Source: an optimization exercise on an open RTL-to-GDS flow (aim: small area, a short achievable clock period and few clock cycles per item). Production flows keep margins and buffers that such runs may drop.
RTL that was checked went through simulation tests only; none was proved equivalent to the original.

==> flow/design.v <==
module fa_padd #(parameter W = 8)
  (input [W-1:0] x, input [W-1:0] y, input ci, output [W-1:0] s, output co);
   wire [W-1:0] p0 = x ^ y;
   reg  [W-1:0] g, p;
   integer      l, i;
   always @* begin
      g = x & y;
      p = p0;
      g[0] = g[0] | (p[0] & ci);
      for (l = 1; (1 << (l - 1)) < W; l = l + 1)
        for (i = (1 << l) - 1; i < W; i = i + (1 << l)) begin
           g[i] = g[i] | (p[i] & g[i - (1 << (l - 1))]);
           p[i] = p[i] & p[i - (1 << (l - 1))];
        end
      for (l = 8; l > 0; l = l - 1)
        if ((1 << l) <= 2 * W)
          for (i = (1 << l) + (1 << (l - 1)) - 1; i < W; i = i + (1 << l)) begin
             g[i] = g[i] | (p[i] & g[i - (1 << (l - 1))]);
             p[i] = p[i] & p[i - (1 << (l - 1))];
          end
   end
   assign s  = p0 ^ {g[W-2:0], ci};
   assign co = g[W-1];
endmodule
module float_add_module
  (
   input         clk,
   input         rstn,
   input  [31:0] a,
   input  [31:0] b,
   output [31:0] result,
   input         start_sig,
   output [3:0]  done_sig
   );
   wire        sa = a[31];
   wire        sb = b[31];
   wire [7:0]  ea = a[30:23];
   wire [7:0]  eb = b[30:23];
   wire [22:0] fa = a[22:0];
   wire [22:0] fb = b[22:0];
   wire [7:0]  dab, dba;
   wire        cab, cba;
   fa_padd #(8) u_dab (.x(ea), .y(~eb), .ci(1'b1), .s(dab), .co(cab));
   fa_padd #(8) u_dba (.x(eb), .y(~ea), .ci(1'b1), .s(dba), .co(cba));
   wire        swe  = ~cab;                 
   wire        eeq  = cab & cba;            
   wire [7:0]  d    = swe ? dba : dab;
   wire        swap = swe | (eeq & (fa < fb));
   wire        sx = swap ? sb : sa;
   wire        sy = swap ? sa : sb;
   wire [22:0] fx = swap ? fb : fa;
   wire [22:0] fy = swap ? fa : fb;
   wire [7:0]  ex = swe ? eb : ea;
   wire [23:0] sigy = {1'b1, fy};
   wire        dbig = |d[7:5];
   wire [25:0] s0 = {sigy, 2'b00};
   wire [25:0] s1 = d[0] ? {1'b0,  s0[25:1]}  : s0;
   wire [25:0] s2 = d[1] ? {2'b0,  s1[25:2]}  : s1;
   wire [25:0] s3 = d[2] ? {4'b0,  s2[25:4]}  : s2;
   wire [25:0] s4 = d[3] ? {8'b0,  s3[25:8]}  : s3;
   wire [25:0] s5 = d[4] ? {16'b0, s4[25:16]} : s4;
   wire [25:0] yw = dbig ? 26'd0 : s5;
   wire [4:0]  dm2   = d[4:0] - 5'd2;
   wire [22:0] smask = (d[4:0] < 5'd3) ? 23'd0 : ~(23'h7fffff << dm2);
   wire [22:0] sfy   = fy & smask & {21'h1fffff, ~(d[4:0] == 5'd25), ~(d[4:0] >= 5'd24)};
   wire        dlo   = (d[7:5] == 3'd0) & (d[4:0] <= 5'd25);
   wire        dmid  = ~dlo & (d <= 8'd46);
   wire        sticky = dmid | (dlo & |sfy);
   wire        quirk = sy & (d >= 8'd47);
   wire        op = sx ^ sy;
   wire        opy = op & ~quirk;
   wire [26:0] xw = {2'b01, fx, 2'b00} ^ {27{quirk}};
   wire [26:0] yv = {1'b0, yw} ^ {27{opy}};
   wire [26:0] m;
   wire        mco;
   fa_padd #(27) u_add (.x(xw), .y(yv), .ci((opy & ~sticky) | quirk), .s(m), .co(mco));
   reg  [26:0] rm;
   reg  [7:0]  rex;
   reg         rs;
   reg         busy;
   always @(posedge clk) begin
      rm  <= m;
      rex <= ex;
      rs  <= sx ^ quirk;
   end
   always @(posedge clk)
     if (!rstn)
       busy <= 1'b0;
     else
       busy <= start_sig & ~busy;
   wire        lbig = ~|rm[26:24];          
   wire [23:0] fr  = rm[26] ? rm[25:2] : rm[25] ? rm[24:1] : rm[23:0];
   wire [22:0] frnd;
   wire        fco;
   fa_padd #(23) u_rnd (.x(fr[23:1]), .y(23'd0), .ci(fr[0]), .s(frnd), .co(fco));
   wire [31:0] mz  = {rm[23:0], 8'hff};
   wire [15:0] o2;                           
   genvar      gi;
   generate
      for (gi = 0; gi < 16; gi = gi + 1) begin : g_o2
         assign o2[gi] = mz[2*gi+1] | mz[2*gi];
      end
   endgenerate
   wire [7:0]  o4 = {o2[15] | o2[14], o2[13] | o2[12], o2[11] | o2[10], o2[9] | o2[8],
                     o2[7] | o2[6], o2[5] | o2[4], o2[3] | o2[2], o2[1] | o2[0]};
   wire [3:0]  o8 = {o4[7] | o4[6], o4[5] | o4[4], o4[3] | o4[2], o4[1] | o4[0]};
   wire        z16 = ~(o8[3] | o8[2]);
   wire        z8  = z16 ? ~o8[1] : ~o8[3];
   wire [1:0]  i4  = {z16, z8};
   wire        z4  = ~o4[{~i4, 1'b1}];
   wire [2:0]  i2  = {z16, z8, z4};
   wire        z2  = ~o2[{~i2, 1'b1}];
   wire [3:0]  i1  = {z16, z8, z4, z2};
   wire        z1  = ~mz[{~i1, 1'b1}];
   wire [4:0]  lzn = {z16, z8, z4, z2, z1};   
   wire [23:0] n4 = z16 ? {rm[7:0], 16'd0} : rm[23:0];
   wire [23:0] n3 = z8  ? {n4[15:0], 8'd0} : n4;
   wire [23:0] n2 = z4  ? {n3[19:0], 4'd0} : n3;
   wire [23:0] n1 = z2  ? {n2[21:0], 2'd0} : n2;
   wire [22:0] n0 = z1  ? n1[21:0] << 1 : n1[22:0];
   wire [22:0] frac = lbig ? n0 : frnd;
   wire [4:0]  lz   = lbig ? lzn + 5'd3 : {3'd0, ~rm[26] & ~rm[25], ~rm[26] & rm[25]};
   wire [8:0]  eq1   = {1'b0, rex} + 9'd1;
   wire        mzero = ~|rm[26:2];          
   wire [7:0]  en    = eq1[7:0] - {3'd0, lz};                    
   wire [22:0] umask = ~(23'h7fffff >> (rex[4:0] + 5'd1));     
   wire over  = rm[26] & (&rex);
   wire under = ~mzero & ~rm[26] & (rex < 8'd23) & ~|(rm[25:3] & umask);
   wire zero  = mzero;
   assign result   = (over | under | zero) ? 32'h3F800000 : {rs, en[7:0], frac};
   assign done_sig = {over, under, zero, busy};
endmodule
export LEC_CHECK = 0
export ABC_AREA = 1
export CAP_MARGIN = 20
export CORE_MARGIN = 2
export CORE_UTILIZATION = 40
export SLEW_MARGIN = 20
create_clock -name core_clock -period 10.0 [get_ports {clk}]
standard.sh (not shown) runs the stock make flow with config.mk's settings and CLKGATE_MAP_FILE= SYNTH_SCRIPT=/design/flow/synth_recipe.tcl, a recipe that flattens the netlist after the stock synthesis.
==> flow/flow/run.sh <==
#!/bin/bash
# The standard layout (the standard.sh), with two changes:
#  * ADDER_MAP_FILE is empty, so synthesis does not extract full and half
#    adder cells; ABC maps the adders' prefix networks as ordinary logic
#  * the port buffers are plain buffers (sky130_fd_sc_hd__buf_2) instead of
#    the delay cells buffer_ports picks by default
# All of make's output goes to flow_make.log here; ORFS keeps its own
# per-step logs under orfs/logs.
set -euo pipefail
cd "$(dirname "$0")/.."
bash standard.sh "ADDER_MAP_FILE=" \
  "BUFFER_PORTS_ARGS=-buffer_cell sky130_fd_sc_hd__buf_2" finish > flow_make.log 2>&1
Edit:
--- a/flow/design.v
+++ b/flow/design.v
@@ -88,44 +88,32 @@
        busy <= 1'b0;
      else
        busy <= start_sig & ~busy;
-   wire        lbig = ~|rm[26:24];          
-   wire [23:0] fr  = rm[26] ? rm[25:2] : rm[25] ? rm[24:1] : rm[23:0];
-   wire [22:0] frnd;
-   wire        fco;
-   fa_padd #(23) u_rnd (.x(fr[23:1]), .y(23'd0), .ci(fr[0]), .s(frnd), .co(fco));
-   wire [31:0] mz  = {rm[23:0], 8'hff};
-   wire [15:0] o2;                           
-   genvar      gi;
-   generate
-      for (gi = 0; gi < 16; gi = gi + 1) begin : g_o2
-         assign o2[gi] = mz[2*gi+1] | mz[2*gi];
-      end
-   endgenerate
-   wire [7:0]  o4 = {o2[15] | o2[14], o2[13] | o2[12], o2[11] | o2[10], o2[9] | o2[8],
-                     o2[7] | o2[6], o2[5] | o2[4], o2[3] | o2[2], o2[1] | o2[0]};
-   wire [3:0]  o8 = {o4[7] | o4[6], o4[5] | o4[4], o4[3] | o4[2], o4[1] | o4[0]};
-   wire        z16 = ~(o8[3] | o8[2]);
-   wire        z8  = z16 ? ~o8[1] : ~o8[3];
-   wire [1:0]  i4  = {z16, z8};
-   wire        z4  = ~o4[{~i4, 1'b1}];
-   wire [2:0]  i2  = {z16, z8, z4};
-   wire        z2  = ~o2[{~i2, 1'b1}];
-   wire [3:0]  i1  = {z16, z8, z4, z2};
-   wire        z1  = ~mz[{~i1, 1'b1}];
-   wire [4:0]  lzn = {z16, z8, z4, z2, z1};   
-   wire [23:0] n4 = z16 ? {rm[7:0], 16'd0} : rm[23:0];
-   wire [23:0] n3 = z8  ? {n4[15:0], 8'd0} : n4;
-   wire [23:0] n2 = z4  ? {n3[19:0], 4'd0} : n3;
-   wire [23:0] n1 = z2  ? {n2[21:0], 2'd0} : n2;
-   wire [22:0] n0 = z1  ? n1[21:0] << 1 : n1[22:0];
-   wire [22:0] frac = lbig ? n0 : frnd;
-   wire [4:0]  lz   = lbig ? lzn + 5'd3 : {3'd0, ~rm[26] & ~rm[25], ~rm[26] & rm[25]};
+   wire [31:0] mz  = {rm, 5'b11111};
+   wire        z16 = ~|mz[31:16];
+   wire [15:0] q16 = z16 ? mz[15:0] : mz[31:16];
+   wire        z8  = ~|q16[15:8];
+   wire [7:0]  q8  = z8 ? q16[7:0] : q16[15:8];
+   wire        z4  = ~|q8[7:4];
+   wire [3:0]  q4  = z4 ? q8[3:0] : q8[7:4];
+   wire        z2  = ~|q4[3:2];
+   wire [1:0]  q2  = z2 ? q4[1:0] : q4[3:2];
+   wire        z1  = ~q2[1];
+   wire [4:0]  lz  = {z16, z8, z4, z2, z1};
+   wire [26:0] n4 = z16 ? {rm[10:0], 16'd0} : rm;
+   wire [26:0] n3 = z8  ? {n4[18:0], 8'd0} : n4;
+   wire [26:0] n2 = z4  ? {n3[22:0], 4'd0} : n3;
+   wire [26:0] n1 = z2  ? {n2[24:0], 2'd0} : n2;
+   wire [26:0] n0 = z1  ? {n1[25:0], 1'b0} : n1;
    wire [8:0]  eq1   = {1'b0, rex} + 9'd1;
    wire        mzero = ~|rm[26:2];          
-   wire [7:0]  en    = eq1[7:0] - {3'd0, lz};                    
-   wire [22:0] umask = ~(23'h7fffff >> (rex[4:0] + 5'd1));     
-   wire over  = rm[26] & (&rex);
-   wire under = ~mzero & ~rm[26] & (rex < 8'd23) & ~|(rm[25:3] & umask);
+   wire [9:0]  en;
+   wire        enc;
+   fa_padd #(10) u_en (.x({1'b0, eq1}), .y(~{5'd0, lz}), .ci(1'b1), .s(en), .co(enc));  
+   wire [22:0] frac;
+   wire        fco;
+   fa_padd #(23) u_rnd (.x(n0[25:3]), .y(23'd0), .ci(n0[2]), .s(frac), .co(fco));
+   wire over  = ~mzero & (en[9:8] == 2'b01);
+   wire under = ~mzero & (en[9:8] == 2'b11);
    wire zero  = mzero;
    assign result   = (over | under | zero) ? 32'h3F800000 : {rs, en[7:0], frac};
    assign done_sig = {over, under, zero, busy};
What happened: Worst hold slack barely changes; first-iteration DRC count goes down by well over a third; area after synthesis goes down by a few percent; global-route usage goes down by 4.9 points; worst setup slack improves by 0.85 ns; clock-buffer cell count goes down by 1; cell area goes down by a few percent; cell count goes down by a few percent; register-to-register slack is about the same; synthesized cell count goes down by a few percent; via count goes down by roughly a tenth; wire length goes down by about a fifth; fmax goes up by roughly a tenth.
Testbench counts after the change, summed over its fixed seeds: cycles 4,096, items 2,048.
Only the layout flow was run in the first run of this note; the RTL was not checked for function there.

[port drivers added, routing unchanged]
The flow's constraints put no driver on any port. The routed layouts listed below were extracted and timed again, unchanged, in two steps. Step 1 sets driving cells, clkbuf_16 on the clock port and buf_2 on the other inputs (assumed; they add their load-dependent delay and slew). Step 2 times the ports against the registers' clock, not the clock port: input delays grow and output delays shrink by t, the midpoint of the rising clock arrivals with the driver on. a / b / c = no drivers / after step 1 / after step 2; a / b = the first two.
run	shift t [ns]	setup slack, ns	slew at the worst register clock pin (ns)	pins driven straight from the clock port
the first run	0.327	1.982 / 1.940 / 2.266	0.06 / 0.06	1
the second run	0.314	2.835 / 2.798 / 3.112	0.05 / 0.05	1
After both steps every run listed still meets setup and hold.
